What follows belongs to an exercise in optimizing a design on an open flow for small area; a production flow would make more cautious choices.
Function was checked by simulation only, so behaviour that the tests miss may differ from the original.
Power and IR drop assume default switching activity.

== job 101 ==
// connect4_core
module connect4_core(Clk, Reset, Left1, Right1, Drop1, Start1, Left2, Right2, Drop2, Start2, VGA_Red0, VGA_Green0, VGA_Blue0, VGA_Red1, VGA_Green1, VGA_Blue1, VGA_Red2, VGA_Green2, VGA_Hsync, VGA_Vsync, Ld6
, Ld5, Ld4, Ld3, Ld2, Ld1, Ld0, board, colors, selected_col, player, game_over, winner, start_state, end_state);
  input Clk;
  wire Clk;
  input Reset;
  wire Reset;
  input Left1;
  wire Left1;
  input Right1;
  wire Right1;
  input Drop1;
  wire Drop1;
  input Start1;
  wire Start1;
  input Left2;
  wire Left2;
  input Right2;
  wire Right2;
  input Drop2;
  wire Drop2;
  input Start2;
  wire Start2;
  output VGA_Red0;
  wire VGA_Red0;
  output VGA_Green0;
  wire VGA_Green0;
  output VGA_Blue0;
  reg VGA_Blue0;
  output VGA_Red1;
  reg VGA_Red1;
  output VGA_Green1;
  reg VGA_Green1;
  output VGA_Blue1;
  wire VGA_Blue1;
  output VGA_Red2;
  wire VGA_Red2;
  output VGA_Green2;
  wire VGA_Green2;
  output VGA_Hsync;
  wire VGA_Hsync;
  output VGA_Vsync;
  wire VGA_Vsync;
  output Ld6;
  wire Ld6;
  output Ld5;
  wire Ld5;
  output Ld4;
  wire Ld4;
  output Ld3;
  wire Ld3;
  output Ld2;
  wire Ld2;
  output Ld1;
  wire Ld1;
  output Ld0;
  wire Ld0;
  output [41:0] board;
  wire [41:0] board;
  output [41:0] colors;
  wire [41:0] colors;
  output [2:0] selected_col;
  reg [2:0] selected_col;
  output player;
  reg player;
  output game_over;
  wire game_over;
  output [1:0] winner;
  wire [1:0] winner;
  output start_state;
  wire start_state;
  output end_state;
  wire end_state;
  wire [6:0] \connect_four_mod.COLS[0].w ;
  wire [6:0] \connect_four_mod.COLS[1].w ;
  wire [6:0] \connect_four_mod.COLS[2].w ;
  ...
Size in the first run: ~1300 cells after synthesis, ~86 flip-flops, roughly 120 I/O pins.
clock: 10.0 ns
lec_check: 0
abc_area: 1
cap_margin: 20
core_margin: 2
core_utilization: 55
slew_margin: 20
standard.sh (not shown) runs the stock make flow with config.mk's settings and CLKGATE_MAP_FILE= SYNTH_SCRIPT=/design/flow/synth_recipe.tcl, a recipe that flattens the netlist after the stock synthesis.
==> flow/flow/run.sh <==
#!/bin/bash
# Layout flow: the standard flow (standard.sh, unchanged synthesis script
# and register set) with these changes:
#  - ABC maps the logic for area (amap, flow/abc_area.script) instead of the
#    delay-aware map of ORFS's abc_area.script (the clock period is generous);
#  - yosys leaves half/full adders to ABC (ADDER_MAP_FILE empty);
#  - ports are buffered with buf_1 cells;
#  - the clock tree is built from clkbuf_8 cells, without dummy loads.
# Each tool's output is in orfs/logs/; make's own output is in standard.log.
set -uo pipefail
W=$(pwd)
mkdir -p scripts
for f in "$FLOW_HOME"/scripts/*; do ln -sf "$f" scripts/; done
rm -f scripts/abc_area.script
cp flow/abc_area.script scripts/abc_area.script
export SCRIPTS_DIR="$W/scripts"
export ADDER_MAP_FILE=
export BUFFER_PORTS_ARGS="-buffer_cell sky130_fd_sc_hd__buf_1"
export CTS_ARGS="-sink_clustering_enable -repair_clock_nets -buf_list sky130_fd_sc_hd__clkbuf_8 -dont_use_dummy_load"
bash standard.sh > standard.log 2>&1
==> flow/flow/abc_area.script <==
strash
dch -f
amap -m
topo
Job 101 reached the end of the flow, and the finished layout is clean on the timing, DRC and antenna checks.
What job 102 does differently from job 101 at the input level:
- CORE_UTILIZATION changed from 55 to 40
==> flow/run.sh (new file) <==
#!/bin/bash
# synth_recipe.tcl (not shown) runs the flow's synth.tcl, then flattens the netlist and writes it again
# the make line also repeats each setting of config.mk as NAME=value (left out here)
make -C /OpenROAD-flow-scripts/flow DESIGN_CONFIG=/design/flow/config.mk WORK_HOME=/design/flow/orfs CLKGATE_MAP_FILE= SYNTH_SCRIPT=/design/flow/synth_recipe.tcl finish
removed: flow/flow/run.sh
removed: flow/flow/abc_area.script
removed: flow/standard.sh
Notes after the runs:
Job 102 leaves more setup margin than job 101.
Compared with job 101, job 102 shows a final cycle utilization of the critical path that is 10 points lower.
A slowest cell on the critical path of sky130_fd_sc_hd__clkdlybuf4s50_1 is what job 102 shows, while sky130_fd_sc_hd__nor2_1 belongs to job 101.
Changes observed in job 102 relative to job 101: detail-routed net length per standard cell saw a decrease, combinational group share of total power saw an increase.

## static timing again, ports no longer ideal
How much do the figures lean on ideal ports? The routed layouts below were timed once more, with nothing changed but the port constraints.
Step 1 assumes that a clkbuf_16 drives the clock port and a buf_2 every other input.
Step 2 times the ports against the registers' clock, not the clock port: input delays grow and output delays shrink by t, the midpoint of the rising clock arrivals with the driver on.
a / b / c = no drivers / after step 1 / after step 2; a / b = the first two.
run	shift t [ns]	setup slack, ns	worst setup path after step 2	worst slew at a driven data input, ns
job 101	0.414	3.444 / 3.405 / 3.819	register to output	0.04
job 102	0.410	4.447 / 4.398 / 4.808	register to output	0.04
After both steps every run listed still meets setup and hold.
